This is an optimization exercise on Yosys and OpenROAD, whose aim is small area, a short achievable clock period and few clock cycles, not a production implementation.
The RTL was checked by simulation tests, not by an equivalence proof against the original design.

`flow/flow/run.sh`:
```
#!/bin/bash
set -euo pipefail
bash standard.sh MATCH_CELL_FOOTPRINT=0 'BUFFER_PORTS_ARGS=-buffer_cell sky130_fd_sc_hd__buf_2' finish > standard.log 2>&1
```
`flow/standard.sh`:
```
#!/bin/bash
# synth_recipe.tcl (not shown) runs the flow's synth.tcl, then flattens the netlist and writes it again
# the make line also repeats each setting of config.mk as NAME=value (left out here)
make -C /OpenROAD-flow-scripts/flow DESIGN_CONFIG=/design/flow/config.mk WORK_HOME=/design/flow/orfs CLKGATE_MAP_FILE= SYNTH_SCRIPT=/design/flow/synth_recipe.tcl "${@:-finish}"
```
`flow/config.mk`:
```
export PLATFORM = sky130hd
export DESIGN_NAME = goldschmidt_divider_q4_4
export DESIGN_NICKNAME = goldschmidt_divider_q4_4
export VERILOG_FILES = /design/flow/design.v
export SDC_FILE = /design/flow/constraint.sdc
export NUM_CORES = 4
export LEC_CHECK = 0
export ABC_AREA = 1
export CAP_MARGIN = 20
export CORE_MARGIN = 2
export CORE_UTILIZATION = 70
export SETUP_SLACK_MARGIN = 1.5
export SLEW_MARGIN = 20
```
`flow/constraint.sdc`:
```
create_clock -name core_clock -period 8.0 [get_ports {clk}]
set_input_delay 1.6000 -clock core_clock [delete_from_list [all_inputs] [get_ports {clk}]]
set_output_delay 1.6000 -clock core_clock [all_outputs]
set_load 0.01 [all_outputs]
```
`flow/design.v`:
```
module goldschmidt_divider_q4_4 (
    input  wire       clk,
    input  wire       rst_n,
    input  wire       start,
    input  wire [7:0] numerator,
    input  wire [7:0] denominator,
    output wire [7:0] quotient,
    output reg        valid,
    output reg        error
);
    reg busy;
    always @(posedge clk or negedge rst_n) begin
        if (!rst_n) begin
            busy  <= 1'b0;
            valid <= 1'b0;
        end else begin
            busy  <= start;
            valid <= busy;
        end
    end
    wire       sgn0 = numerator[7] ^ denominator[7];
    wire [7:0] nr0  = numerator[7]   ? -numerator   : numerator;
    wire [7:0] dr0  = denominator[7] ? -denominator : denominator;
    reg [2:0] p0, cls0;
    always @(*) begin
        casez (dr0)
            8'b1???????: begin p0 = 3'd7; cls0 = dr0[6:4]; end
            8'b01??????: begin p0 = 3'd6; cls0 = dr0[5:3]; end
            8'b001?????: begin p0 = 3'd5; cls0 = dr0[4:2]; end
            8'b0001????: begin p0 = 3'd4; cls0 = dr0[3:1]; end
            8'b00001???: begin p0 = 3'd3; cls0 = dr0[2:0]; end
            8'b000001??: begin p0 = 3'd2; cls0 = {dr0[1:0], 1'b0}; end
            8'b0000001?: begin p0 = 3'd1; cls0 = {dr0[0], 2'b0}; end
            default:     begin p0 = 3'd0; cls0 = 3'd0; end
        endcase
    end
    reg [4:0] bd0, bd1;
    reg [2:0] bd2;
    always @(*) begin
        case ({nr0[2:0], 1'b0})
            4'b0000:          bd0 = 5'b00000;
            4'b0010:          bd0 = 5'b00001;
            4'b0100:          bd0 = 5'b00010;
            4'b0110:          bd0 = 5'b00100;
            4'b1000:          bd0 = 5'b11000;
            4'b1010:          bd0 = 5'b10100;
            4'b1100:          bd0 = 5'b10010;
            default:          bd0 = 5'b10001;
        endcase
        case (nr0[5:2])
            4'b0000, 4'b1111: bd1 = 5'b00000;
            4'b0001, 4'b0010: bd1 = 5'b00001;
            4'b0011, 4'b0100: bd1 = 5'b00010;
            4'b0101, 4'b0110: bd1 = 5'b00100;
            4'b0111:          bd1 = 5'b01000;
            4'b1000:          bd1 = 5'b11000;
            4'b1001, 4'b1010: bd1 = 5'b10100;
            4'b1011, 4'b1100: bd1 = 5'b10010;
            default:          bd1 = 5'b10001;
        endcase
        bd2 = {1'b0, nr0[7] | (nr0[6] & nr0[5]), ~nr0[7] & (nr0[6] ^ nr0[5])};
    end
    wire [12:0] k1a0 = ({13{cls0 == 3'd0}} & 13'd7224) |
        ({13{cls0 == 3'd1}} & 13'd6783) |
        ({13{cls0 == 3'd2}} & 13'd6240) |
        ({13{cls0 == 3'd3}} & 13'd5840) |
        ({13{cls0 == 3'd4}} & 13'd5328) |
        ({13{cls0 == 3'd5}} & 13'd5004) |
        ({13{cls0 == 3'd6}} & 13'd4658) |
        ({13{cls0 == 3'd7}} & 13'd4369);
    wire [14:0] k3a0 = ({15{cls0 == 3'd0}} & 15'd21672) |
        ({15{cls0 == 3'd1}} & 15'd20349) |
        ({15{cls0 == 3'd2}} & 15'd18720) |
        ({15{cls0 == 3'd3}} & 15'd17520) |
        ({15{cls0 == 3'd4}} & 15'd15984) |
        ({15{cls0 == 3'd5}} & 15'd15012) |
        ({15{cls0 == 3'd6}} & 15'd13974) |
        ({15{cls0 == 3'd7}} & 15'd13107);
    wire [7:0] rom0;
    wire rom_n16, rom_n17, rom_n18, rom_n19, rom_n20, rom_n21, rom_n22,
    rom_n23, rom_n24, rom_n25, rom_n26, rom_n27, rom_n28, rom_n29, rom_n30,
    rom_n31, rom_n32, rom_n33, rom_n34, rom_n35, rom_n36, rom_n37, rom_n38,
    rom_n39, rom_n40, rom_n41, rom_n42, rom_n43, rom_n44, rom_n45, rom_n46,
    rom_n47, rom_n48, rom_n49, rom_n50, rom_n51, rom_n52, rom_n53, rom_n54,
    rom_n55, rom_n56, rom_n57, rom_n58, rom_n59, rom_n60, rom_n61, rom_n62,
    rom_n63, rom_n64, rom_n65, rom_n66, rom_n67, rom_n68, rom_n69, rom_n70,
    rom_n71, rom_n72, rom_n73, rom_n74, rom_n75, rom_n76, rom_n77, rom_n78,
    rom_n79, rom_n80, rom_n81, rom_n82, rom_n83, rom_n84, rom_n85, rom_n86,
    rom_n87, rom_n88, rom_n89, rom_n90, rom_n91, rom_n92, rom_n93, rom_n94,
    rom_n95, rom_n96, rom_n97, rom_n98, rom_n99, rom_n100, rom_n102,
    rom_n103, rom_n104, rom_n105, rom_n106, rom_n107, rom_n108, rom_n109,
    rom_n110, rom_n111, rom_n112, rom_n113, rom_n114, rom_n115, rom_n116,
    rom_n117, rom_n118, rom_n119, rom_n120, rom_n121, rom_n122, rom_n123,
    rom_n124, rom_n125, rom_n126, rom_n127, rom_n128, rom_n129, rom_n130,
    rom_n131, rom_n132, rom_n133, rom_n134, rom_n135, rom_n136, rom_n137,
    rom_n138, rom_n139, rom_n140, rom_n141, rom_n142, rom_n143, rom_n144,
    rom_n145, rom_n146, rom_n147, rom_n148, rom_n149, rom_n150, rom_n151,
    rom_n152, rom_n153, rom_n154, rom_n155, rom_n156, rom_n158, rom_n159,
    rom_n160, rom_n161, rom_n162, rom_n163, rom_n164, rom_n165, rom_n166,
    rom_n167, rom_n168, rom_n169, rom_n170, rom_n171, rom_n172, rom_n173,
    rom_n174, rom_n175, rom_n176, rom_n177, rom_n178, rom_n179, rom_n180,
    rom_n181, rom_n182, rom_n183, rom_n184, rom_n185, rom_n187, rom_n188,
    rom_n189, rom_n190, rom_n191, rom_n192, rom_n193, rom_n194, rom_n195,
    rom_n196, rom_n197, rom_n198, rom_n199, rom_n200, rom_n201, rom_n202,
    rom_n203, rom_n204, rom_n205, rom_n206, rom_n207, rom_n208, rom_n209,
    rom_n210, rom_n211, rom_n212, rom_n213, rom_n214, rom_n215, rom_n216,
    rom_n217, rom_n218, rom_n219, rom_n220, rom_n221, rom_n222, rom_n223,
    rom_n224, rom_n225, rom_n226, rom_n227, rom_n228, rom_n230, rom_n231,
    rom_n232, rom_n233, rom_n234, rom_n235, rom_n236, rom_n237, rom_n238,
    rom_n239, rom_n240, rom_n241, rom_n242, rom_n243, rom_n244, rom_n245,
    rom_n246, rom_n247, rom_n248, rom_n249, rom_n251, rom_n252, rom_n253,
    rom_n254, rom_n255, rom_n256, rom_n257, rom_n258, rom_n259, rom_n260,
    rom_n261, rom_n262, rom_n263, rom_n264, rom_n265, rom_n266, rom_n267,
    rom_n269, rom_n270, rom_n271, rom_n272, rom_n273, rom_n274, rom_n275,
    rom_n276, rom_n277, rom_n278, rom_n279, rom_n280, rom_n281, rom_n282,
    rom_n283, rom_n284, rom_n285, rom_n286, rom_n287, rom_n288, rom_n289,
    rom_n290, rom_n291, rom_n293, rom_n294, rom_n295, rom_n296, rom_n297,
    rom_n298, rom_n299, rom_n300, rom_n301, rom_n302, rom_n303, rom_n304,
    rom_n305, rom_n306, rom_n307, rom_n308, rom_n309, rom_n310, rom_n311,
    rom_n312, rom_n313, rom_n314;
    assign rom_n16 = nr0[1] & nr0[4];
    assign rom_n17 = ~nr0[6] & ~rom_n16;
    assign rom_n18 = nr0[6] & rom_n16;
    assign rom_n19 = nr0[5] & ~nr0[6];
    assign rom_n20 = ~nr0[5] & nr0[6];
    assign rom_n21 = ~rom_n19 & ~rom_n20;
    assign rom_n22 = ~rom_n18 & rom_n21;
    assign rom_n23 = ~rom_n17 & rom_n22;
    assign rom_n24 = nr0[2] & rom_n20;
    assign rom_n25 = ~nr0[1] & ~nr0[4];
    assign rom_n26 = nr0[5] & rom_n25;
    assign rom_n27 = ~rom_n24 & ~rom_n26;
    assign rom_n28 = ~rom_n23 & rom_n27;
    assign rom_n29 = nr0[3] & ~rom_n28;
    assign rom_n30 = ~nr0[2] & rom_n20;
    assign rom_n31 = nr0[1] & ~nr0[2];
    assign rom_n32 = rom_n19 & ~rom_n31;
    assign rom_n33 = ~rom_n30 & ~rom_n32;
    assign rom_n34 = nr0[3] & nr0[6];
    assign rom_n35 = ~rom_n16 & rom_n34;
    assign rom_n36 = rom_n16 & rom_n20;
    assign rom_n37 = ~rom_n35 & ~rom_n36;
    assign rom_n38 = ~rom_n16 & ~rom_n20;
    assign rom_n39 = rom_n37 & ~rom_n38;
    assign rom_n40 = ~rom_n33 & rom_n39;
    assign rom_n41 = nr0[1] & ~nr0[6];
    assign rom_n42 = ~nr0[3] & ~rom_n19;
    assign rom_n43 = ~rom_n16 & rom_n42;
    assign rom_n44 = rom_n41 & rom_n43;
    assign rom_n45 = ~nr0[3] & nr0[4];
    assign rom_n46 = nr0[5] & rom_n45;
    assign rom_n47 = ~nr0[1] & ~nr0[2];
    assign rom_n48 = nr0[5] & nr0[6];
    assign rom_n49 = rom_n47 & rom_n48;
    assign rom_n50 = ~rom_n46 & rom_n49;
    assign rom_n51 = nr0[1] & nr0[2];
    assign rom_n52 = ~nr0[3] & ~nr0[6];
    assign rom_n53 = nr0[4] & rom_n52;
    assign rom_n54 = ~rom_n51 & rom_n53;
    assign rom_n55 = rom_n46 & ~rom_n47;
    assign rom_n56 = ~rom_n54 & ~rom_n55;
    assign rom_n57 = ~rom_n50 & rom_n56;
    assign rom_n58 = ~rom_n44 & rom_n57;
    assign rom_n59 = ~rom_n40 & rom_n58;
    assign rom_n60 = ~rom_n29 & rom_n59;
    assign rom_n61 = ~nr0[0] & nr0[1];
    assign rom_n62 = ~nr0[0] & nr0[4];
    assign rom_n63 = ~rom_n19 & rom_n62;
    assign rom_n64 = ~rom_n61 & ~rom_n63;
    assign rom_n65 = ~rom_n18 & ~rom_n64;
    assign rom_n66 = nr0[1] & ~rom_n62;
    assign rom_n67 = ~rom_n20 & ~rom_n41;
    assign rom_n68 = ~rom_n66 & rom_n67;
    assign rom_n69 = nr0[0] & ~nr0[3];
    assign rom_n70 = ~rom_n21 & rom_n69;
    assign rom_n71 = nr0[3] & ~nr0[4];
    assign rom_n72 = rom_n20 & rom_n71;
    assign rom_n73 = ~nr0[0] & ~nr0[5];
    assign rom_n74 = nr0[3] & rom_n73;
    assign rom_n75 = ~rom_n72 & ~rom_n74;
    assign rom_n76 = ~rom_n70 & rom_n75;
    assign rom_n77 = ~rom_n68 & rom_n76;
    assign rom_n78 = nr0[2] & ~rom_n77;
    assign rom_n79 = rom_n19 & rom_n71;
    assign rom_n80 = nr0[0] & nr0[4];
    assign rom_n81 = ~rom_n19 & rom_n80;
    assign rom_n82 = ~nr0[1] & ~rom_n45;
    assign rom_n83 = ~rom_n81 & rom_n82;
    assign rom_n84 = ~rom_n79 & rom_n83;
    assign rom_n85 = rom_n78 & ~rom_n84;
    assign rom_n86 = ~rom_n65 & ~rom_n85;
    assign rom_n87 = nr0[0] & ~nr0[6];
    assign rom_n88 = ~rom_n86 & ~rom_n87;
    assign rom_n89 = ~rom_n60 & rom_n88;
    assign rom_n90 = ~nr0[6] & rom_n85;
    assign rom_n91 = nr0[0] & rom_n60;
    assign rom_n92 = ~rom_n90 & rom_n91;
    assign rom_n93 = ~rom_n89 & ~rom_n92;
    assign rom_n94 = nr0[2] & rom_n19;
    assign rom_n95 = ~rom_n20 & ~rom_n94;
    assign rom_n96 = ~rom_n34 & ~rom_n52;
    assign rom_n97 = ~nr0[2] & rom_n96;
    assign rom_n98 = rom_n95 & ~rom_n97;
    assign rom_n99 = ~nr0[0] & rom_n25;
    assign rom_n100 = ~rom_n98 & rom_n99;
    assign rom0[0] = ~rom_n93 | rom_n100;
    assign rom_n102 = ~rom_n16 & ~rom_n25;
    assign rom_n103 = nr0[5] & rom_n80;
    assign rom_n104 = ~nr0[6] & ~rom_n103;
    assign rom_n105 = rom_n102 & rom_n104;
    assign rom_n106 = ~rom_n85 & rom_n105;
    assign rom_n107 = ~rom_n20 & ~rom_n106;
    assign rom_n108 = ~rom_n93 & rom_n107;
    assign rom_n109 = nr0[4] & ~rom_n108;
    assign rom_n110 = rom_n19 & rom_n47;
    assign rom_n111 = nr0[2] & nr0[6];
    assign rom_n112 = ~rom_n20 & ~rom_n111;
    assign rom_n113 = nr0[1] & ~nr0[5];
    assign rom_n114 = ~rom_n112 & ~rom_n113;
    assign rom_n115 = ~rom_n110 & ~rom_n114;
    assign rom_n116 = rom_n69 & ~rom_n115;
    assign rom_n117 = ~nr0[2] & ~nr0[5];
    assign rom_n118 = nr0[0] & ~nr0[1];
    assign rom_n119 = ~rom_n61 & ~rom_n118;
    assign rom_n120 = rom_n117 & rom_n119;
    assign rom_n121 = rom_n34 & ~rom_n118;
    assign rom_n122 = rom_n112 & rom_n121;
    assign rom_n123 = ~rom_n120 & ~rom_n122;
    assign rom_n124 = ~nr0[3] & rom_n61;
    assign rom_n125 = rom_n20 & rom_n124;
    assign rom_n126 = rom_n51 & rom_n74;
    assign rom_n127 = ~rom_n125 & ~rom_n126;
    assign rom_n128 = rom_n123 & rom_n127;
    assign rom_n129 = ~nr0[3] & rom_n118;
    assign rom_n130 = ~rom_n61 & rom_n94;
    assign rom_n131 = ~rom_n129 & rom_n130;
    assign rom_n132 = ~nr0[0] & nr0[5];
    assign rom_n133 = rom_n31 & rom_n132;
    assign rom_n134 = nr0[2] & rom_n118;
    assign rom_n135 = rom_n21 & rom_n134;
    assign rom_n136 = ~rom_n133 & ~rom_n135;
    assign rom_n137 = ~rom_n131 & rom_n136;
    assign rom_n138 = rom_n128 & rom_n137;
    assign rom_n139 = ~rom_n116 & rom_n138;
    assign rom_n140 = rom_n109 & rom_n139;
    assign rom_n141 = ~nr0[1] & nr0[4];
    assign rom_n142 = nr0[4] & ~nr0[5];
    assign rom_n143 = ~rom_n45 & ~rom_n142;
    assign rom_n144 = rom_n141 & rom_n143;
    assign rom_n145 = rom_n87 & rom_n144;
    assign rom_n146 = rom_n37 & ~rom_n145;
    assign rom_n147 = rom_n16 & ~rom_n78;
    assign rom_n148 = ~rom_n146 & ~rom_n147;
    assign rom_n149 = ~nr0[0] & ~rom_n37;
    assign rom_n150 = ~nr0[2] & ~rom_n149;
    assign rom_n151 = ~rom_n148 & ~rom_n150;
    assign rom_n152 = ~nr0[3] & ~nr0[5];
    assign rom_n153 = ~rom_n151 & rom_n152;
    assign rom_n154 = ~rom_n108 & rom_n153;
    assign rom_n155 = ~rom_n109 & ~rom_n139;
    assign rom_n156 = ~rom_n154 & ~rom_n155;
    assign rom0[1] = ~rom_n140 & rom_n156;
    assign rom_n158 = ~nr0[3] & rom_n25;
    assign rom_n159 = rom_n132 & rom_n158;
    assign rom_n160 = nr0[3] & rom_n25;
    assign rom_n161 = rom_n21 & rom_n160;
    assign rom_n162 = rom_n20 & rom_n118;
    assign rom_n163 = ~rom_n161 & ~rom_n162;
    assign rom_n164 = ~rom_n159 & rom_n163;
    assign rom_n165 = ~rom_n145 & rom_n164;
    assign rom_n166 = ~nr0[2] & ~rom_n165;
    assign rom_n167 = rom_n17 & ~rom_n46;
    assign rom_n168 = ~rom_n96 & ~rom_n167;
    assign rom_n169 = ~nr0[5] & ~nr0[6];
    assign rom_n170 = rom_n158 & rom_n169;
    assign rom_n171 = ~rom_n168 & ~rom_n170;
    assign rom_n172 = rom_n98 & rom_n142;
    assign rom_n173 = rom_n171 & rom_n172;
    assign rom_n174 = ~rom_n85 & ~rom_n173;
    assign rom_n175 = ~rom_n166 & rom_n174;
    assign rom_n176 = ~rom_n51 & rom0[1];
    assign rom_n177 = ~nr0[2] & rom_n25;
    assign rom_n178 = ~rom_n24 & ~rom_n177;
    assign rom_n179 = rom_n43 & rom_n178;
    assign rom_n180 = ~rom_n176 & rom_n179;
    assign rom_n181 = rom_n175 & ~rom_n180;
    assign rom_n182 = rom_n19 & rom_n31;
    assign rom_n183 = ~rom_n155 & rom_n182;
    assign rom_n184 = rom_n30 & rom_n62;
    assign rom_n185 = ~rom_n183 & ~rom_n184;
    assign rom0[2] = ~rom_n181 | ~rom_n185;
    assign rom_n187 = rom_n20 & ~rom_n181;
    assign rom_n188 = rom_n45 & ~rom_n168;
    assign rom_n189 = ~nr0[2] & ~rom_n80;
    assign rom_n190 = rom_n119 & rom_n189;
    assign rom_n191 = nr0[2] & nr0[4];
    assign rom_n192 = ~nr0[5] & ~rom_n191;
    assign rom_n193 = ~rom_n190 & ~rom_n192;
    assign rom_n194 = ~nr0[3] & nr0[6];
    assign rom_n195 = ~nr0[4] & ~rom_n194;
    assign rom_n196 = ~rom_n160 & rom_n195;
    assign rom_n197 = rom_n193 & rom_n196;
    assign rom_n198 = ~rom_n188 & ~rom_n197;
    assign rom_n199 = nr0[6] & rom_n193;
    assign rom_n200 = nr0[3] & ~rom_n199;
    assign rom_n201 = nr0[5] & rom_n66;
    assign rom_n202 = rom_n104 & ~rom_n201;
    assign rom_n203 = ~rom_n85 & ~rom_n202;
    assign rom_n204 = ~nr0[1] & rom_n73;
    assign rom_n205 = ~nr0[0] & rom_n85;
    assign rom_n206 = ~rom_n204 & ~rom_n205;
    assign rom_n207 = ~rom_n203 & rom_n206;
    assign rom_n208 = rom_n200 & ~rom_n207;
    assign rom_n209 = ~rom_n198 & ~rom_n208;
    assign rom_n210 = nr0[4] & rom_n33;
    assign rom_n211 = nr0[3] & ~rom_n210;
    assign rom_n212 = ~rom_n197 & rom_n211;
    assign rom_n213 = ~rom_n166 & rom_n212;
    assign rom_n214 = ~rom_n209 & ~rom_n213;
    assign rom_n215 = ~rom_n187 & rom_n214;
    assign rom_n216 = rom_n30 & rom_n45;
    assign rom_n217 = ~nr0[0] & ~rom_n72;
    assign rom_n218 = ~rom_n216 & rom_n217;
    assign rom_n219 = ~rom_n215 & ~rom_n218;
    assign rom_n220 = rom_n42 & ~rom_n195;
    assign rom_n221 = rom0[0] & rom_n220;
    assign rom_n222 = ~nr0[0] & ~rom_n221;
    assign rom_n223 = rom_n215 & rom_n222;
    assign rom_n224 = ~rom_n219 & ~rom_n223;
    assign rom_n225 = rom_n16 & ~rom_n21;
    assign rom_n226 = nr0[0] & ~rom_n38;
    assign rom_n227 = ~rom_n225 & rom_n226;
    assign rom_n228 = ~rom_n214 & rom_n227;
    assign rom0[3] = rom_n224 | rom_n228;
    assign rom_n230 = nr0[2] & ~nr0[4];
    assign rom_n231 = ~rom_n151 & ~rom_n230;
    assign rom_n232 = nr0[0] & rom_n48;
    assign rom_n233 = ~nr0[6] & ~rom_n71;
    assign rom_n234 = ~rom_n141 & rom_n233;
    assign rom_n235 = ~rom_n232 & ~rom_n234;
    assign rom_n236 = ~rom_n131 & ~rom_n235;
    assign rom_n237 = ~rom_n224 & rom_n236;
    assign rom_n238 = ~rom_n166 & ~rom_n224;
    assign rom_n239 = ~rom_n52 & ~rom_n113;
    assign rom_n240 = rom_n102 & rom_n239;
    assign rom_n241 = rom_n171 & ~rom_n240;
    assign rom_n242 = ~rom_n238 & rom_n241;
    assign rom_n243 = ~rom_n237 & ~rom_n242;
    assign rom_n244 = ~rom_n231 & ~rom_n243;
    assign rom_n245 = ~nr0[2] & nr0[4];
    assign rom_n246 = ~rom_n146 & rom_n245;
    assign rom_n247 = ~rom0[1] & rom_n246;
    assign rom_n248 = rom_n231 & ~rom_n247;
    assign rom_n249 = rom_n243 & rom_n248;
    assign rom0[4] = rom_n244 | rom_n249;
    assign rom_n251 = rom_n169 & rom_n177;
    assign rom_n252 = ~rom_n111 & ~rom_n251;
    assign rom_n253 = ~nr0[0] & ~rom_n252;
    assign rom_n254 = rom_n52 & rom_n189;
    assign rom_n255 = ~nr0[5] & rom_n158;
    assign rom_n256 = ~rom_n144 & ~rom_n255;
    assign rom_n257 = ~rom_n254 & rom_n256;
    assign rom_n258 = ~rom_n253 & ~rom_n257;
    assign rom_n259 = nr0[5] & ~rom_n102;
    assign rom_n260 = ~rom_n80 & ~rom_n259;
    assign rom_n261 = rom0[1] & ~rom_n260;
    assign rom_n262 = ~rom_n192 & rom_n194;
    assign rom_n263 = ~rom_n261 & rom_n262;
    assign rom_n264 = ~rom_n173 & ~rom_n208;
    assign rom_n265 = ~rom_n263 & rom_n264;
    assign rom_n266 = nr0[4] & rom_n204;
    assign rom_n267 = ~rom_n265 & ~rom_n266;
    assign rom0[5] = rom_n258 | rom_n267;
    assign rom_n269 = nr0[0] & nr0[2];
    assign rom_n270 = ~nr0[0] & ~nr0[2];
    assign rom_n271 = rom_n20 & ~rom_n270;
    assign rom_n272 = ~rom_n269 & rom_n271;
    assign rom_n273 = rom_n16 & ~rom_n272;
    assign rom_n274 = ~rom_n237 & rom_n273;
    assign rom_n275 = ~nr0[1] & nr0[5];
    assign rom_n276 = ~rom_n191 & rom_n275;
    assign rom_n277 = ~rom_n93 & rom_n276;
    assign rom_n278 = rom_n21 & ~rom_n117;
    assign rom_n279 = ~rom_n69 & ~rom_n278;
    assign rom_n280 = rom_n69 & rom_n95;
    assign rom_n281 = rom_n25 & ~rom_n280;
    assign rom_n282 = ~rom_n279 & rom_n281;
    assign rom_n283 = ~rom_n277 & ~rom_n282;
    assign rom_n284 = ~rom_n274 & rom_n283;
    assign rom_n285 = ~rom_n200 & ~rom_n284;
    assign rom_n286 = nr0[1] & ~rom_n142;
    assign rom_n287 = nr0[6] & ~rom_n286;
    assign rom_n288 = ~rom_n20 & rom_n286;
    assign rom_n289 = ~rom_n287 & ~rom_n288;
    assign rom_n290 = ~rom_n265 & rom_n289;
    assign rom_n291 = ~rom_n106 & ~rom_n290;
    assign rom0[6] = rom_n285 | ~rom_n291;
    assign rom_n293 = ~nr0[1] & rom_n175;
    assign rom_n294 = nr0[0] & ~rom_n293;
    assign rom_n295 = rom_n175 & rom_n200;
    assign rom_n296 = ~rom_n294 & ~rom_n295;
    assign rom_n297 = ~rom_n277 & rom_n296;
    assign rom_n298 = rom_n106 & rom_n208;
    assign rom_n299 = ~nr0[1] & rom_n34;
    assign rom_n300 = rom_n143 & ~rom_n299;
    assign rom_n301 = nr0[2] & ~rom_n45;
    assign rom_n302 = ~rom_n300 & ~rom_n301;
    assign rom_n303 = ~rom_n72 & ~rom_n302;
    assign rom_n304 = ~rom_n298 & rom_n303;
    assign rom_n305 = ~rom_n297 & rom_n304;
    assign rom_n306 = nr0[1] & rom_n34;
    assign rom_n307 = ~rom_n141 & ~rom_n306;
    assign rom_n308 = rom0[2] & rom_n307;
    assign rom_n309 = ~nr0[0] & ~rom_n308;
    assign rom_n310 = ~rom_n305 & ~rom_n309;
    assign rom_n311 = rom_n47 & rom_n52;
    assign rom_n312 = rom_n300 & ~rom_n311;
    assign rom_n313 = ~rom_n208 & rom_n312;
    assign rom_n314 = rom_n309 & rom_n313;
    assign rom0[7] = rom_n310 | rom_n314;
    wire dz0   = (denominator == 8'd0);
    wire eq0   = (nr0 == dr0);
    wire d160  = (dr0 == 8'h10) & nr0[7];
    wire d1280 = (denominator == 8'h80);
    wire usesp0 = dz0 | eq0 | d160 | d1280;
    reg [7:0] spec0;
    always @(*) begin
        if (dz0)       spec0 = 8'h00;
        else if (eq0)  spec0 = 8'h10;
        else if (d160) spec0 = 8'h80;
        else           spec0 = rom0;
    end
    wire       bsa0 = bd0[4], bsa1 = bd1[4];
    wire [4:1] bma0 = bd0[3:0], bma1 = bd1[3:0];
    wire [4:1] bma2 = {2'b00, bd2[1:0]};
    wire ppa0_0 = (bsa0 ^ ((bma0[1] & k1a0[0]) | (bma0[3] & k3a0[0])));
    wire ppa0_1 = (bsa0 ^ ((bma0[1] & k1a0[1]) | (bma0[2] & k1a0[0]) | (bma0[3] & k3a0[1])));
    wire ppa0_2 = (bsa0 ^ ((bma0[1] & k1a0[2]) | (bma0[2] & k1a0[1]) | (bma0[3] & k3a0[2]) | (bma0[4] & k1a0[0])));
    wire ppa0_3 = (bsa0 ^ ((bma0[1] & k1a0[3]) | (bma0[2] & k1a0[2]) | (bma0[3] & k3a0[3]) | (bma0[4] & k1a0[1])));
    wire ppa0_4 = (bsa0 ^ ((bma0[1] & k1a0[4]) | (bma0[2] & k1a0[3]) | (bma0[3] & k3a0[4]) | (bma0[4] & k1a0[2])));
    wire ppa0_5 = (bsa0 ^ ((bma0[1] & k1a0[5]) | (bma0[2] & k1a0[4]) | (bma0[3] & k3a0[5]) | (bma0[4] & k1a0[3])));
    wire ppa0_6 = (bsa0 ^ ((bma0[1] & k1a0[6]) | (bma0[2] & k1a0[5]) | (bma0[3] & k3a0[6]) | (bma0[4] & k1a0[4])));
    wire ppa0_7 = (bsa0 ^ ((bma0[1] & k1a0[7]) | (bma0[2] & k1a0[6]) | (bma0[3] & k3a0[7]) | (bma0[4] & k1a0[5])));
    wire ppa0_8 = (bsa0 ^ ((bma0[1] & k1a0[8]) | (bma0[2] & k1a0[7]) | (bma0[3] & k3a0[8]) | (bma0[4] & k1a0[6])));
    wire ppa0_9 = (bsa0 ^ ((bma0[1] & k1a0[9]) | (bma0[2] & k1a0[8]) | (bma0[3] & k3a0[9]) | (bma0[4] & k1a0[7])));
    wire ppa0_10 = (bsa0 ^ ((bma0[1] & k1a0[10]) | (bma0[2] & k1a0[9]) | (bma0[3] & k3a0[10]) | (bma0[4] & k1a0[8])));
    wire ppa0_11 = (bsa0 ^ ((bma0[1] & k1a0[11]) | (bma0[2] & k1a0[10]) | (bma0[3] & k3a0[11]) | (bma0[4] & k1a0[9])));
    wire ppa0_12 = (bsa0 ^ ((bma0[1] & k1a0[12]) | (bma0[2] & k1a0[11]) | (bma0[3] & k3a0[12]) | (bma0[4] & k1a0[10])));
    wire ppa0_13 = (bsa0 ^ ((bma0[2] & k1a0[12]) | (bma0[3] & k3a0[13]) | (bma0[4] & k1a0[11])));
    wire ppa0_14 = (bsa0 ^ ((bma0[3] & k3a0[14]) | (bma0[4] & k1a0[12])));
    wire [14:0] ppa0 = {ppa0_14, ppa0_13, ppa0_12, ppa0_11, ppa0_10, ppa0_9, ppa0_8, ppa0_7, ppa0_6, ppa0_5, ppa0_4, ppa0_3, ppa0_2, ppa0_1, ppa0_0};
    wire ppa1_0 = (bsa1 ^ ((bma1[1] & k1a0[0]) | (bma1[3] & k3a0[0])));
    wire ppa1_1 = (bsa1 ^ ((bma1[1] & k1a0[1]) | (bma1[2] & k1a0[0]) | (bma1[3] & k3a0[1])));
    wire ppa1_2 = (bsa1 ^ ((bma1[1] & k1a0[2]) | (bma1[2] & k1a0[1]) | (bma1[3] & k3a0[2]) | (bma1[4] & k1a0[0])));
    wire ppa1_3 = (bsa1 ^ ((bma1[1] & k1a0[3]) | (bma1[2] & k1a0[2]) | (bma1[3] & k3a0[3]) | (bma1[4] & k1a0[1])));
    wire ppa1_4 = (bsa1 ^ ((bma1[1] & k1a0[4]) | (bma1[2] & k1a0[3]) | (bma1[3] & k3a0[4]) | (bma1[4] & k1a0[2])));
    wire ppa1_5 = (bsa1 ^ ((bma1[1] & k1a0[5]) | (bma1[2] & k1a0[4]) | (bma1[3] & k3a0[5]) | (bma1[4] & k1a0[3])));
    wire ppa1_6 = (bsa1 ^ ((bma1[1] & k1a0[6]) | (bma1[2] & k1a0[5]) | (bma1[3] & k3a0[6]) | (bma1[4] & k1a0[4])));
    wire ppa1_7 = (bsa1 ^ ((bma1[1] & k1a0[7]) | (bma1[2] & k1a0[6]) | (bma1[3] & k3a0[7]) | (bma1[4] & k1a0[5])));
    wire ppa1_8 = (bsa1 ^ ((bma1[1] & k1a0[8]) | (bma1[2] & k1a0[7]) | (bma1[3] & k3a0[8]) | (bma1[4] & k1a0[6])));
    wire ppa1_9 = (bsa1 ^ ((bma1[1] & k1a0[9]) | (bma1[2] & k1a0[8]) | (bma1[3] & k3a0[9]) | (bma1[4] & k1a0[7])));
    wire ppa1_10 = (bsa1 ^ ((bma1[1] & k1a0[10]) | (bma1[2] & k1a0[9]) | (bma1[3] & k3a0[10]) | (bma1[4] & k1a0[8])));
    wire ppa1_11 = (bsa1 ^ ((bma1[1] & k1a0[11]) | (bma1[2] & k1a0[10]) | (bma1[3] & k3a0[11]) | (bma1[4] & k1a0[9])));
    wire ppa1_12 = (bsa1 ^ ((bma1[1] & k1a0[12]) | (bma1[2] & k1a0[11]) | (bma1[3] & k3a0[12]) | (bma1[4] & k1a0[10])));
    wire ppa1_13 = (bsa1 ^ ((bma1[2] & k1a0[12]) | (bma1[3] & k3a0[13]) | (bma1[4] & k1a0[11])));
    wire ppa1_14 = (bsa1 ^ ((bma1[3] & k3a0[14]) | (bma1[4] & k1a0[12])));
    wire [14:0] ppa1 = {ppa1_14, ppa1_13, ppa1_12, ppa1_11, ppa1_10, ppa1_9, ppa1_8, ppa1_7, ppa1_6, ppa1_5, ppa1_4, ppa1_3, ppa1_2, ppa1_1, ppa1_0};
    wire ppa2_0 = ((bma2[1] & k1a0[0]));
    wire ppa2_1 = ((bma2[1] & k1a0[1]) | (bma2[2] & k1a0[0]));
    wire ppa2_2 = ((bma2[1] & k1a0[2]) | (bma2[2] & k1a0[1]));
    wire ppa2_3 = ((bma2[1] & k1a0[3]) | (bma2[2] & k1a0[2]));
    wire ppa2_4 = ((bma2[1] & k1a0[4]) | (bma2[2] & k1a0[3]));
    wire ppa2_5 = ((bma2[1] & k1a0[5]) | (bma2[2] & k1a0[4]));
    wire ppa2_6 = ((bma2[1] & k1a0[6]) | (bma2[2] & k1a0[5]));
    wire ppa2_7 = ((bma2[1] & k1a0[7]) | (bma2[2] & k1a0[6]));
    wire ppa2_8 = ((bma2[1] & k1a0[8]) | (bma2[2] & k1a0[7]));
    wire ppa2_9 = ((bma2[1] & k1a0[9]) | (bma2[2] & k1a0[8]));
    wire ppa2_10 = ((bma2[1] & k1a0[10]) | (bma2[2] & k1a0[9]));
    wire ppa2_11 = ((bma2[1] & k1a0[11]) | (bma2[2] & k1a0[10]));
    wire ppa2_12 = ((bma2[1] & k1a0[12]) | (bma2[2] & k1a0[11]));
    wire ppa2_13 = ((bma2[2] & k1a0[12]));
    wire [13:0] ppa2 = {ppa2_13, ppa2_12, ppa2_11, ppa2_10, ppa2_9, ppa2_8, ppa2_7, ppa2_6, ppa2_5, ppa2_4, ppa2_3, ppa2_2, ppa2_1, ppa2_0};
    reg [14:0] pp0, pp1;
    reg [13:0] pp2;
    reg        bs0, bs1;
    reg [2:0]  pa, cls;
    reg        sgna, dza, usespa;
    always @(posedge clk) begin
        pp0    <= usesp0 ? 15'd0 : ppa0;
        pp1    <= usesp0 ? 15'd0 : ppa1;
        pp2    <= usesp0 ? {3'd0, spec0, 3'd0} : ppa2;
        bs0    <= ~usesp0 & bsa0;
        bs1    <= ~usesp0 & bsa1;
        pa     <= p0;
        cls    <= cls0;
        sgna   <= sgn0;
        dza    <= dz0;
        usespa <= usesp0;
    end
    wire m1_1;
    wire m1_2;
    wire m1_3;
    wire m1_4;
    wire m1_5;
    wire m1_6;
    wire m1_7;
    wire m1_8;
    wire m1_9;
    wire m1_10;
    wire m1_11;
    wire m1_12;
    wire m1_13;
    wire m1_14;
    wire m1_15;
    wire m1_16;
    wire m1_17;
    wire m1_18;
    wire m1_19;
    wire m1_20;
    wire m1_21;
    wire m1_22;
    wire m1_23;
    wire m1_24;
    wire m1_25;
    wire m1_26;
    wire m1_27;
    wire m1_28;
    wire m1_29;
    wire m1_30;
    wire m1_31;
    wire m1_32;
    wire m1_33;
    wire m1_34;
    assign m1_1 = bs1 ^ pp0[3];
    assign m1_2 = bs1 & pp0[3];
    assign m1_3 = pp0[4] ^ pp1[1];
    assign m1_4 = pp0[4] & pp1[1];
    assign m1_5 = pp0[5] ^ pp1[2];
    assign m1_6 = pp0[5] & pp1[2];
    assign m1_7 = pp0[6] ^ pp1[3] ^ pp2[0];
    assign m1_8 = (pp0[6] & pp1[3]) | (pp0[6] & pp2[0]) | (pp1[3] & pp2[0]);
    assign m1_9 = pp0[7] ^ pp1[4] ^ pp2[1];
    assign m1_10 = (pp0[7] & pp1[4]) | (pp0[7] & pp2[1]) | (pp1[4] & pp2[1]);
    assign m1_11 = pp0[8] ^ pp1[5] ^ pp2[2];
    assign m1_12 = (pp0[8] & pp1[5]) | (pp0[8] & pp2[2]) | (pp1[5] & pp2[2]);
    assign m1_13 = pp0[9] ^ pp1[6] ^ pp2[3];
    assign m1_14 = (pp0[9] & pp1[6]) | (pp0[9] & pp2[3]) | (pp1[6] & pp2[3]);
    assign m1_15 = pp0[10] ^ pp1[7] ^ pp2[4];
    assign m1_16 = (pp0[10] & pp1[7]) | (pp0[10] & pp2[4]) | (pp1[7] & pp2[4]);
    assign m1_17 = pp0[11] ^ pp1[8] ^ pp2[5];
    assign m1_18 = (pp0[11] & pp1[8]) | (pp0[11] & pp2[5]) | (pp1[8] & pp2[5]);
    assign m1_19 = pp0[12] ^ pp1[9] ^ pp2[6];
    assign m1_20 = (pp0[12] & pp1[9]) | (pp0[12] & pp2[6]) | (pp1[9] & pp2[6]);
    assign m1_21 = pp0[13] ^ pp1[10] ^ pp2[7];
    assign m1_22 = (pp0[13] & pp1[10]) | (pp0[13] & pp2[7]) | (pp1[10] & pp2[7]);
    assign m1_23 = pp0[14] ^ pp1[11] ^ pp2[8];
    assign m1_24 = (pp0[14] & pp1[11]) | (pp0[14] & pp2[8]) | (pp1[11] & pp2[8]);
    assign m1_25 = bs0 ^ pp1[12] ^ pp2[9];
    assign m1_26 = (bs0 & pp1[12]) | (bs0 & pp2[9]) | (pp1[12] & pp2[9]);
    assign m1_27 = bs0 ^ pp1[13] ^ pp2[10];
    assign m1_28 = (bs0 & pp1[13]) | (bs0 & pp2[10]) | (pp1[13] & pp2[10]);
    assign m1_29 = bs0 ^ pp1[14] ^ pp2[11];
    assign m1_30 = (bs0 & pp1[14]) | (bs0 & pp2[11]) | (pp1[14] & pp2[11]);
    assign m1_31 = ~bs0 ^ ~bs1 ^ pp2[12];
    assign m1_32 = (~bs0 & ~bs1) | (~bs0 & pp2[12]) | (~bs1 & pp2[12]);
    assign m1_33 = 1'b1 ^ pp2[13];
    assign m1_34 = 1'b1 & pp2[13];
    wire [19:0] x_a = {m1_33, m1_31, m1_29, m1_27, m1_25, m1_23, m1_21, m1_19, m1_17, m1_15, m1_13, m1_11, m1_9, m1_7, m1_5, m1_3, m1_1, pp0[2], pp0[1], bs0};
    wire [19:0] x_b = {m1_32, m1_30, m1_28, m1_26, m1_24, m1_22, m1_20, m1_18, m1_16, m1_14, m1_12, m1_10, m1_8, m1_6, m1_4, m1_2, pp1[0], 1'b0, 1'b0, pp0[0]};
    wire [19:0] x  = x_a + x_b;
    wire [11:0] n2 = x[19:8];
    wire [1:0] s3 = ({2{cls == 3'd1}} & 2'd1) |
        ({2{cls == 3'd2}} & 2'd2) |
        ({2{cls == 3'd3}} & 2'd2) |
        ({2{cls == 3'd4}} & 2'd2) |
        ({2{cls == 3'd5}} & 2'd2) |
        ({2{cls == 3'd6}} & 2'd2) |
        ({2{cls == 3'd7}} & 2'd2);
    wire [1:0] es = ({2{cls == 3'd0}} & 2'd1) |
        ({2{cls == 3'd2}} & 2'd2) |
        ({2{cls == 3'd4}} & 2'd1);
    wire [2:0] e1 = ({3{cls == 3'd0}} & 3'd1) |
        ({3{cls == 3'd1}} & 3'd4) |
        ({3{cls == 3'd2}} & 3'd7) |
        ({3{cls == 3'd3}} & 3'd2) |
        ({3{cls == 3'd4}} & 3'd1) |
        ({3{cls == 3'd7}} & 3'd1);
    wire [2:0] e2 = ({3{cls == 3'd0}} & 3'd4) |
        ({3{cls == 3'd1}} & 3'd1) |
        ({3{cls == 3'd3}} & 3'd1) |
        ({3{cls == 3'd4}} & 3'd2) |
        ({3{cls == 3'd5}} & 3'd1) |
        ({3{cls == 3'd6}} & 3'd1);
    wire [19:0] c2t = ({20{cls == 3'd0}} & 20'd1040385) |
        ({20{cls == 3'd2}} & 20'd1015812) |
        ({20{cls == 3'd4}} & 20'd1040385);
    wire [19:0] c2 = c2t & {20{~usespa}};
    wire es_0 = es[0] & ~usespa, es_1 = es[1] & ~usespa;
    wire e1_0 = e1[0] & ~usespa, e1_1 = e1[1] & ~usespa, e1_2 = e1[2] & ~usespa;
    wire e2_0 = e2[0] & ~usespa, e2_1 = e2[1] & ~usespa, e2_2 = e2[2] & ~usespa;
    wire m2_1;
    wire m2_2;
    wire m2_3;
    wire m2_4;
    wire m2_5;
    wire m2_6;
    wire m2_7;
    wire m2_8;
    wire m2_9;
    wire m2_10;
    wire m2_11;
    wire m2_12;
    wire m2_13;
    wire m2_14;
    wire m2_15;
    wire m2_16;
    wire m2_17;
    wire m2_18;
    wire m2_19;
    wire m2_20;
    wire m2_21;
    wire m2_22;
    wire m2_23;
    wire m2_24;
    wire m2_25;
    wire m2_26;
    wire m2_27;
    wire m2_28;
    wire m2_29;
    wire m2_30;
    wire m2_31;
    wire m2_32;
    wire m2_33;
    wire m2_34;
    wire m2_35;
    wire m2_36;
    wire m2_37;
    wire m2_38;
    wire m2_39;
    wire m2_40;
    wire m2_41;
    wire m2_42;
    wire m2_43;
    wire m2_44;
    wire m2_45;
    wire m2_46;
    wire m2_47;
    wire m2_48;
    wire m2_49;
    wire m2_50;
    wire m2_51;
    wire m2_52;
    wire m2_53;
    wire m2_54;
    assign m2_1 = n2[0] ^ (es_0 ^ ((e1_0 & n2[8]) | (e2_0 & n2[7])));
    assign m2_2 = n2[0] & (es_0 ^ ((e1_0 & n2[8]) | (e2_0 & n2[7])));
    assign m2_3 = n2[1] ^ (es_0 ^ ((e1_0 & n2[9]) | (e2_0 & n2[8]))) ^ (es_1 ^ ((e1_1 & n2[7]) | (e2_1 & n2[6])));
    assign m2_4 = (n2[1] & (es_0 ^ ((e1_0 & n2[9]) | (e2_0 & n2[8])))) | (n2[1] & (es_1 ^ ((e1_1 & n2[7]) | (e2_1 & n2[6])))) | ((es_0 ^ ((e1_0 & n2[9]) | (e2_0 & n2[8]))) & (es_1 ^ ((e1_1 & n2[7]) | (e2_1 & n2[6]))));
    assign m2_5 = n2[2] ^ (es_0 ^ ((e1_0 & n2[10]) | (e2_0 & n2[9]))) ^ (es_1 ^ ((e1_1 & n2[8]) | (e2_1 & n2[7])));
    assign m2_6 = (n2[2] & (es_0 ^ ((e1_0 & n2[10]) | (e2_0 & n2[9])))) | (n2[2] & (es_1 ^ ((e1_1 & n2[8]) | (e2_1 & n2[7])))) | ((es_0 ^ ((e1_0 & n2[10]) | (e2_0 & n2[9]))) & (es_1 ^ ((e1_1 & n2[8]) | (e2_1 & n2[7]))));
    assign m2_7 = n2[3] ^ (es_0 ^ ((e1_0 & n2[11]) | (e2_0 & n2[10]))) ^ (es_1 ^ ((e1_1 & n2[9]) | (e2_1 & n2[8])));
    assign m2_8 = (n2[3] & (es_0 ^ ((e1_0 & n2[11]) | (e2_0 & n2[10])))) | (n2[3] & (es_1 ^ ((e1_1 & n2[9]) | (e2_1 & n2[8])))) | ((es_0 ^ ((e1_0 & n2[11]) | (e2_0 & n2[10]))) & (es_1 ^ ((e1_1 & n2[9]) | (e2_1 & n2[8]))));
    assign m2_9 = n2[4] ^ (es_0 ^ ((e2_0 & n2[11]))) ^ (es_1 ^ ((e1_1 & n2[10]) | (e2_1 & n2[9])));
    assign m2_10 = (n2[4] & (es_0 ^ ((e2_0 & n2[11])))) | (n2[4] & (es_1 ^ ((e1_1 & n2[10]) | (e2_1 & n2[9])))) | ((es_0 ^ ((e2_0 & n2[11]))) & (es_1 ^ ((e1_1 & n2[10]) | (e2_1 & n2[9]))));
    assign m2_11 = n2[5] ^ c2[13] ^ (es_1 ^ ((e1_1 & n2[11]) | (e2_1 & n2[10])));
    assign m2_12 = (n2[5] & c2[13]) | (n2[5] & (es_1 ^ ((e1_1 & n2[11]) | (e2_1 & n2[10])))) | (c2[13] & (es_1 ^ ((e1_1 & n2[11]) | (e2_1 & n2[10]))));
    assign m2_13 = n2[6] ^ c2[14] ^ (es_1 ^ ((e2_1 & n2[11])));
    assign m2_14 = (n2[6] & c2[14]) | (n2[6] & (es_1 ^ ((e2_1 & n2[11])))) | (c2[14] & (es_1 ^ ((e2_1 & n2[11]))));
    assign m2_15 = n2[7] ^ c2[15];
    assign m2_16 = n2[7] & c2[15];
    assign m2_17 = n2[8] ^ c2[16];
    assign m2_18 = n2[8] & c2[16];
    assign m2_19 = c2[2] ^ (es_0 ^ ((e1_0 & n2[2]) | (e2_0 & n2[1])));
    assign m2_20 = c2[2] & (es_0 ^ ((e1_0 & n2[2]) | (e2_0 & n2[1])));
    assign m2_21 = (es_0 ^ ((e1_0 & n2[3]) | (e2_0 & n2[2]))) ^ (es_1 ^ ((e1_1 & n2[1]) | (e2_1 & n2[0])));
    assign m2_22 = (es_0 ^ ((e1_0 & n2[3]) | (e2_0 & n2[2]))) & (es_1 ^ ((e1_1 & n2[1]) | (e2_1 & n2[0])));
    assign m2_23 = (es_0 ^ ((e1_0 & n2[4]) | (e2_0 & n2[3]))) ^ (es_1 ^ ((e1_1 & n2[2]) | (e2_1 & n2[1]))) ^ ((e1_2 & n2[0]));
    assign m2_24 = ((es_0 ^ ((e1_0 & n2[4]) | (e2_0 & n2[3]))) & (es_1 ^ ((e1_1 & n2[2]) | (e2_1 & n2[1])))) | ((es_0 ^ ((e1_0 & n2[4]) | (e2_0 & n2[3]))) & ((e1_2 & n2[0]))) | ((es_1 ^ ((e1_1 & n2[2]) | (e2_1 & n2[1]))) & ((e1_2 & n2[0])));
    assign m2_25 = (es_0 ^ ((e1_0 & n2[5]) | (e2_0 & n2[4]))) ^ (es_1 ^ ((e1_1 & n2[3]) | (e2_1 & n2[2]))) ^ ((e1_2 & n2[1]) | (e2_2 & n2[0]));
    assign m2_26 = ((es_0 ^ ((e1_0 & n2[5]) | (e2_0 & n2[4]))) & (es_1 ^ ((e1_1 & n2[3]) | (e2_1 & n2[2])))) | ((es_0 ^ ((e1_0 & n2[5]) | (e2_0 & n2[4]))) & ((e1_2 & n2[1]) | (e2_2 & n2[0]))) | ((es_1 ^ ((e1_1 & n2[3]) | (e2_1 & n2[2]))) & ((e1_2 & n2[1]) | (e2_2 & n2[0])));
    assign m2_27 = (es_0 ^ ((e1_0 & n2[6]) | (e2_0 & n2[5]))) ^ (es_1 ^ ((e1_1 & n2[4]) | (e2_1 & n2[3]))) ^ ((e1_2 & n2[2]) | (e2_2 & n2[1]));
    assign m2_28 = ((es_0 ^ ((e1_0 & n2[6]) | (e2_0 & n2[5]))) & (es_1 ^ ((e1_1 & n2[4]) | (e2_1 & n2[3])))) | ((es_0 ^ ((e1_0 & n2[6]) | (e2_0 & n2[5]))) & ((e1_2 & n2[2]) | (e2_2 & n2[1]))) | ((es_1 ^ ((e1_1 & n2[4]) | (e2_1 & n2[3]))) & ((e1_2 & n2[2]) | (e2_2 & n2[1])));
    assign m2_29 = (es_0 ^ ((e1_0 & n2[7]) | (e2_0 & n2[6]))) ^ (es_1 ^ ((e1_1 & n2[5]) | (e2_1 & n2[4]))) ^ ((e1_2 & n2[3]) | (e2_2 & n2[2]));
    assign m2_30 = ((es_0 ^ ((e1_0 & n2[7]) | (e2_0 & n2[6]))) & (es_1 ^ ((e1_1 & n2[5]) | (e2_1 & n2[4])))) | ((es_0 ^ ((e1_0 & n2[7]) | (e2_0 & n2[6]))) & ((e1_2 & n2[3]) | (e2_2 & n2[2]))) | ((es_1 ^ ((e1_1 & n2[5]) | (e2_1 & n2[4]))) & ((e1_2 & n2[3]) | (e2_2 & n2[2])));
    assign m2_31 = (es_1 ^ ((e1_1 & n2[6]) | (e2_1 & n2[5]))) ^ ((e1_2 & n2[4]) | (e2_2 & n2[3])) ^ m2_1;
    assign m2_32 = ((es_1 ^ ((e1_1 & n2[6]) | (e2_1 & n2[5]))) & ((e1_2 & n2[4]) | (e2_2 & n2[3]))) | ((es_1 ^ ((e1_1 & n2[6]) | (e2_1 & n2[5]))) & m2_1) | (((e1_2 & n2[4]) | (e2_2 & n2[3])) & m2_1);
    assign m2_33 = ((e1_2 & n2[5]) | (e2_2 & n2[4])) ^ m2_2 ^ m2_3;
    assign m2_34 = (((e1_2 & n2[5]) | (e2_2 & n2[4])) & m2_2) | (((e1_2 & n2[5]) | (e2_2 & n2[4])) & m2_3) | (m2_2 & m2_3);
    assign m2_35 = ((e1_2 & n2[6]) | (e2_2 & n2[5])) ^ m2_4 ^ m2_5;
    assign m2_36 = (((e1_2 & n2[6]) | (e2_2 & n2[5])) & m2_4) | (((e1_2 & n2[6]) | (e2_2 & n2[5])) & m2_5) | (m2_4 & m2_5);
    assign m2_37 = ((e1_2 & n2[7]) | (e2_2 & n2[6])) ^ m2_6 ^ m2_7;
    assign m2_38 = (((e1_2 & n2[7]) | (e2_2 & n2[6])) & m2_6) | (((e1_2 & n2[7]) | (e2_2 & n2[6])) & m2_7) | (m2_6 & m2_7);
    assign m2_39 = ((e1_2 & n2[8]) | (e2_2 & n2[7])) ^ m2_8 ^ m2_9;
    assign m2_40 = (((e1_2 & n2[8]) | (e2_2 & n2[7])) & m2_8) | (((e1_2 & n2[8]) | (e2_2 & n2[7])) & m2_9) | (m2_8 & m2_9);
    assign m2_41 = ((e1_2 & n2[9]) | (e2_2 & n2[8])) ^ m2_10 ^ m2_11;
    assign m2_42 = (((e1_2 & n2[9]) | (e2_2 & n2[8])) & m2_10) | (((e1_2 & n2[9]) | (e2_2 & n2[8])) & m2_11) | (m2_10 & m2_11);
    assign m2_43 = ((e1_2 & n2[10]) | (e2_2 & n2[9])) ^ m2_12 ^ m2_13;
    assign m2_44 = (((e1_2 & n2[10]) | (e2_2 & n2[9])) & m2_12) | (((e1_2 & n2[10]) | (e2_2 & n2[9])) & m2_13) | (m2_12 & m2_13);
    assign m2_45 = m2_15 ^ ((e1_2 & n2[11]) | (e2_2 & n2[10])) ^ m2_14;
    assign m2_46 = (m2_15 & ((e1_2 & n2[11]) | (e2_2 & n2[10]))) | (m2_15 & m2_14) | (((e1_2 & n2[11]) | (e2_2 & n2[10])) & m2_14);
    assign m2_47 = m2_16 ^ m2_17 ^ ((e2_2 & n2[11]));
    assign m2_48 = (m2_16 & m2_17) | (m2_16 & ((e2_2 & n2[11]))) | (m2_17 & ((e2_2 & n2[11])));
    assign m2_49 = n2[9] ^ c2[17] ^ m2_18;
    assign m2_50 = (n2[9] & c2[17]) | (n2[9] & m2_18) | (c2[17] & m2_18);
    assign m2_51 = n2[10] ^ c2[18];
    assign m2_52 = n2[10] & c2[18];
    assign m2_53 = n2[11] ^ c2[19];
    assign m2_54 = n2[11] & c2[19];
    wire [19:0] y_a = {m2_53, m2_51, m2_49, m2_47, m2_45, m2_43, m2_41, m2_39, m2_37, m2_35, m2_33, m2_31, m2_29, m2_27, m2_25, m2_23, m2_21, m2_19, (es_0 ^ ((e1_0 & n2[1]) | (e2_0 & n2[0]))), c2[0]};
    wire [19:0] y_b = {m2_52, m2_50, m2_48, m2_46, m2_44, m2_42, m2_40, m2_38, m2_36, m2_34, m2_32, m2_30, m2_28, m2_26, m2_24, m2_22, m2_20, (es_1 ^ ((e1_1 & n2[0]))), 1'b0, (es_0 ^ ((e1_0 & n2[0])))};
    wire [19:0] y  = y_a + y_b;
    reg [11:0] n3;
    reg        sg;
    reg [2:0]  pb;
    reg [1:0]  sb;
    always @(posedge clk) begin
        n3    <= y[19:8];
        pb    <= usespa ? 3'd0 : pa;
        sb    <= usespa ? 2'd3 : s3;
        sg    <= sgna;
        error <= dza;
    end
    wire [5:0]  n3s = (sb == 2'd0) ? n3[11:6] :
                      (sb == 2'd1) ? {1'b0, n3[11:7]} :
                      (sb == 2'd2) ? {2'b0, n3[11:8]} : 6'd0;
    wire [12:0] n4  = {1'b0, n3} + {7'd0, n3s};
    wire [6:0]  ph = 7'd1 << pb;
    wire [8:0]  t = ({9{ph[0]}} & n4[8:0])  | ({9{ph[1]}} & n4[9:1])  |
                    ({9{ph[2]}} & n4[10:2]) | ({9{ph[3]}} & n4[11:3]) |
                    ({9{ph[4]}} & n4[12:4]) | ({9{ph[5]}} & {1'b0, n4[12:5]}) |
                    ({9{ph[6]}} & {2'b0, n4[12:6]});
    assign quotient = (t[8:1] ^ {8{sg}}) + {7'd0, t[0] ^ sg};
endmodule
```
==> impl_metrics.ini, run 1 <==
[logic_synthesis]
yosysWarnings = 1
async_flop_share = 0.0263
synth_area_sq_um = 8800
ys_ff_latch = 76
synthFlopType = dfxtp_1
synth_nets = 1434
synthAdderAreaFrac = 0.156
synth_top_family_by_area = simple AND/OR/NAND/NOR gates
synthXorXnorAreaFrac = 0.0715
synth_area_per_cell_sq_um = 6.64
yosysSeqAreaShare = 0.174
synth-compound-area-share = 0.217
synthCells = 1325
synthDistinctLibCells = 59
synth.area.mux_share = 0
synthSimpleGateAreaFrac = 0.258
synth-edff-count = 0

[run_status]
status = timing/DRC/antenna clean

[routing]
wl_per_cell_microns = 18.8
drc = 0
avgViaCountPerCell = 6.50
num_vias = 9825
dr.pass1.iters = 9
drtAntennaViolNets = 0
totalWireLength_mm = 28.3
drtIter0Drc = 1587

[floorplanning]
fp-row-count = 40
num_io_pins = 29
die_x_microns = 116
die_height_microns = 116
core_sq_um = 12200
start_util = 0.723
die-area_sq_um = 13500

[cells_and_area]
area_growth_pct = 6.00
fillCellCount = 892
insertedDiodeCount = 0
final_common_cell = nand2_1
drive_gt1_frac = 0.108
nets = 1447
final_util = 0.767
multi_input_area_sq_um = 6200
final_cell_mix = 218 x nand2_1, 197 x inv_1, 110 x nor2_1, 95 x o21ai_0, 74 x dfxtp_1
seqCellArea_sq_um = 1530

[clock_network]
clock_sinks = 76
clockRootBuffer = clkbuf_16
cts_buffer_depth = 2
clock_latency_ns = 0.34
clk_pin_slew_ns = 0.06
h-tree-depth = 3
hold_buffers = 0
cts_resized = 0
cts_setup_buffers = 0
cts_buffers = 9
cts_tree = built

[timing]
final_hold_viol_count = 0
clock.fmax_ghz = 0.160
grt_setup_unrepaired = false
setup_viol = 0
period_needed_ns = 6.26
worstMarginPinSlew_ns = 1.14
fin_ws_ns = 1.74
relSlewSlack = 0.233
setup_tns_ns = 0
skew_ns = 0.00985
period_share = 0.782
finalMaxSlewViolations = 0

[global_routing]
grt_max_degree = 21
antenna_found_initial = 0
grt_pass1_vias = 9400
grt_overflow = 0
grt_pass1_wl_mm = 44.8
track_usage = 0.420

[setup_path]
required_ns = 8.26
start_kind = register
cp_common_cell = nand2_1
critPathSlowestCell = fa_1
critPathMaxStageDelay_ns = 0.53
cp_max_fo = 6
cp-end-kind = register
worst-endpoint-arrival_ns = 6.52
path_class = register to register

[placement]
hpwlAfterDp_mm = 20.6
io_buffer_count = 28
dp_slack_ns = 1.93
gp_congestion = 1.07

[run]
cap_viol_max_count = 0

[min_path]
min_path_type = register to register
## cells by family after synthesis
logic type                 Yosys count
AOI/OAI and AO/OA                  318
buffers and inverters              274
xor gates and xnor gates            71
adders and majority gates           90
and+or+nand+nor                    496
DFF                                 76
## sequential cells by signal (all words and copies together), names as in the netlist
name,cells
bs0,1
bs1,1
busy,1
cls,3
dza,1
error,1
n3,12
pa,3
pb,3
pp0,15
pp1,15
pp2,14
sb,2
sg,1
sgna,1
usespa,1
valid,1
## metal layers
layer / track usage / routed length (microns) / share of wire
met2: 0.705 / 13200 / 0.47
met1: 0.491 / 10300 / 0.36
met3: 0.107 / 3340 / 0.12
met5: 0 / 0 / 0
met4: 0.233 / 1500 / 0.053
## critical path: cells and delay by family (launching register included)
| kind | cells | cell delay (ns) |
|---|---|---|
| xor gates and xnor gates | 2 | 0.38 |
| AOI/OAI and AO/OA | 3 | 0.37 |
| and+or+nand+nor | 24 | 2.72 |
| adders and majority gates | 5 | 2.24 |
| buffers and inverters | 2 | 0.12 |
| DFF | 1 | 0.32 |
## path summary, 6_finish.rpt
path / start / end / slack [ns] / cells after the start
setup / recovery: pp0[7] / n3[11] / 1.74 / 36
hold / removal: dza / error / 0.33 / 0
setup reg to reg: pp0[7] / n3[11] / 1.74 / 36
hold reg to reg: dza / error / 0.33 / 0
max in group asynchronous: rst_n / valid / 6.87 / 1
min in group asynchronous: rst_n / busy / 1.03 / 1
## metrics by stage
stage	hold slack (ns)	cells	instance area [sq um]
6_report	0.326	1511	9330
5_1_grt	0.333	1511	9330
4_1_cts	0.326	1511	9310
3_5_place_dp	0.312	1495	9010
3_3_place_gp	0.312	1495	9010
2_1_floorplan	0.310	1325	8800
## Yosys cell counts (21+ instances only)
master,number,area share
nand2_1,219,0.093
inv_1,197,0.084
nor2_1,110,0.047
o21ai_0,95,0.054
dfxtp_1,74,0.17
nand3_1,73,0.042
a21oi_1,63,0.036
xor2_1,59,0.059
ha_1,57,0.081
o22ai_1,43,0.031
o21ai_1,39,0.022
inv_2,37,0.016
fa_1,33,0.075
o221ai_1,21,0.021
## area by class of cell
class                   count  share of cell area
multi-input cells         975               0.664
clock buffers               9              0.0241
clock inverters             7             0.00859
repair buffers             31              0.0174
flip-flops and latches     76               0.164
inverters                 245              0.0986
well taps                 168              0.0225
Testbench counts, summed over its fixed seeds: cycles 32,000.
==> inputs of run 2 (changes only) <==
--- a/flow/config.mk
+++ b/flow/config.mk
@@ -8,6 +8,6 @@
 export ABC_AREA = 1
 export CAP_MARGIN = 20
 export CORE_MARGIN = 2
-export CORE_UTILIZATION = 70
-export SETUP_SLACK_MARGIN = 1.5
+export CORE_UTILIZATION = 55
+export SETUP_SLACK_MARGIN = 2.25
 export SLEW_MARGIN = 20
==> impl_metrics.ini, run 2 <==
[run_status]
status = timing/DRC/antenna clean

[setup_path]
critPathSlowestCell = fa_1
start_kind = register
required_ns = 8.26
cp_max_fo = 6
r2r_slack_ns = 2.52
cp_common_cell = nand2_2
worst-endpoint-arrival_ns = 5.74
critPathMaxStageDelay_ns = 0.59
cp-end-kind = register
path_class = register to register

[floorplanning]
num_io_pins = 29
die_height_microns = 130
die-area_sq_um = 17000
die_x_microns = 130
core_sq_um = 15800
fp-row-count = 46
start_util = 0.558

[logic_synthesis]
synth-edff-count = 0
synth_top_area_frac = 0.168
synthFlopType = dfxtp_1
ys_ff_latch = 76
synth_area_sq_um = 8800
yosys-top-cells-count = 219 x nand2_1, 197 x inv_1, 110 x nor2_1
synthCells = 1325
synthDistinctLibCells = 59
yosysSeqAreaShare = 0.174
synth_area_leaders = dfxtp_1 17%, nand2_1 9.3%, inv_1 8.4%
yosysWarnings = 1
yosys.area.top_type = dfxtp_1
async_flop_share = 0.0263
synth_area_per_cell_sq_um = 6.64
synth.most_common_cell = nand2_1
synth_nets = 1434

[global_routing]
grt_max_degree = 21
grt_overflow = 0
antenna_found_initial = 0
grt_pass1_vias = 8250
track_usage = 0.285
grt_pass1_wl_mm = 38.9

[cells_and_area]
area_growth_pct = 10.3
nets = 1453
drive_gt1_frac = 0.155
fillCellCount = 1534
top_regs = pp0 x15, pp1 x15, pp2 x14
final_util = 0.615
layout.cells.non_filler = 1565
final_cell_mix = 205 x nand2_1, 191 x inv_1, 102 x nor2_1, 88 x o21ai_0, 72 x nand3_1
final_common_cell = nand2_1
insertedDiodeCount = 0

[clock_network]
h-tree-depth = 3
cts_tree = built
clock_sinks = 76
clk_pin_slew_ns = 0.07
clock_latency_ns = 0.34
clockRootBuffer = clkbuf_16
cts_buffer_depth = 2
cts_buffers = 9

[placement]
placed_cells = 1543
io_buffer_count = 28
hpwlAfterDp_mm = 18.7
gp_congestion = 1.06

[routing]
avgViaCountPerCell = 5.70
dr.pass1.iters = 7
drtIter0Drc = 843
totalWireLength_mm = 24.2
drtAntennaViolNets = 0
drc = 0
num_vias = 8925
wl_per_cell_microns = 15.4

[timing]
clock.fmax_ghz = 0.182
relSlewSlack = 0.255
period_share = 0.685
setup_viol = 0
worstMarginPinSlew_ns = 1.11
setup_tns_ns = 0
period_needed_ns = 5.48
finalMaxSlewViolations = 0
final_hold_viol_count = 0
skew_ns = 0.0152
grt_setup_unrepaired = true

[min_path]
min_path_type = register to register

[run]
cap_viol_max_count = 0
-- run 2: cell counts after synthesis --
No cell type changed its count.
-- run 2: worst max-delay path: cells and delay by family, from the launching register on --
family	cells	cell delay [ns]
buf+inv	3	0.17
compound gates	5	0.68
simple gates	20	1.75
xor+xnor	2	0.32
fa+ha+maj	5	2.18
flops	1	0.32
-- run 2: routing by layer --
metal | vias to the layer above | GRT usage | share of wire
met3 | 54 | 0.0448 | 0.064
met1 | 4046 | 0.370 | 0.44
met5 | - | 0 | 0
met2 | 355 | 0.488 | 0.48
met4 | 0 | 0.0889 | 0.023
li1 | 4470 | - | -
-- run 2: what timing repair did --
item,CTS,global route
gates resized for setup,2,76
setup endpoints to repair,1,15
setup buffers,0,6
pin swaps,0,34
hold buffers,0,0
-- run 2: layout make-up --
cell class	instances	area (sq um)	area share
Multi-Input combinational cell	975	6450	0.665
Sequential cell	76	1540	0.158
Tap cell	216	270	0.0279
Clock buffer	9	225	0.0232
Timing Repair Buffer	37	208	0.0214
Inverter	245	920	0.0948
Clock inverter	7	88.8	0.00916
-- run 2: worst paths after layout --
path,start,cells past startpoint,to
hold reg to reg,sgna,0,sg
min in group asynchronous,rst_n,1,busy
setup reg to reg,pp2[1],35,n3[10]
max in group asynchronous,rst_n,1,valid
hold / removal,sgna,0,sg
setup / recovery,pp2[1],35,n3[10]
-- run 2: per-stage QoR --
step / setup slack (ns) / hold slack [ns] / instance area, sq um
4_1_cts: 2.27 / 0.328 / 9390
2_1_floorplan: 2.67 / 0.310 / 8800
3_3_place_gp: 2.38 / 0.313 / 9070
5_1_grt: 2.14 / 0.338 / 9700
6_report: 2.52 / 0.325 / 9700
3_5_place_dp: 2.18 / 0.313 / 9070
-- run 2: kinds of logic after synthesis --
logic type      synth area share
fa+ha+maj                  0.156
simple gates               0.258
compound gates             0.217
buf+inv                    0.123
xor+xnor                  0.0715
flops                      0.174

## what the ideal ports hide
No port has a modelled driver above. Below, the same layouts with a new extraction and two added sets of constraints. Step 1 sets driving cells, clkbuf_16 on the clock port and buf_2 on the other inputs (assumed; they add their load-dependent delay and slew). Step 2 moves the port delays by t, midway between the first and last clock arrival at a register: inputs arrive t later, outputs are due t later. That takes back most of the time a late clock gives input paths. Three values: ideal ports, drivers, drivers and shift; two values: the first two.
run | shift t [ns] | setup WS [ns] | worst setup path at the end | worst slew at a driven data input, ns
run 1 | 0.378 | 1.741 / 1.741 / 1.741 | register to register | 0.03
run 2 | 0.374 | 2.517 / 2.476 / 2.284 | input to register | 0.03
After both steps setup and hold are still met in every run listed. For run 2, which loses most, drivers alone change the setup slack by -0.041 ns; drivers and shift together by -0.233 ns.
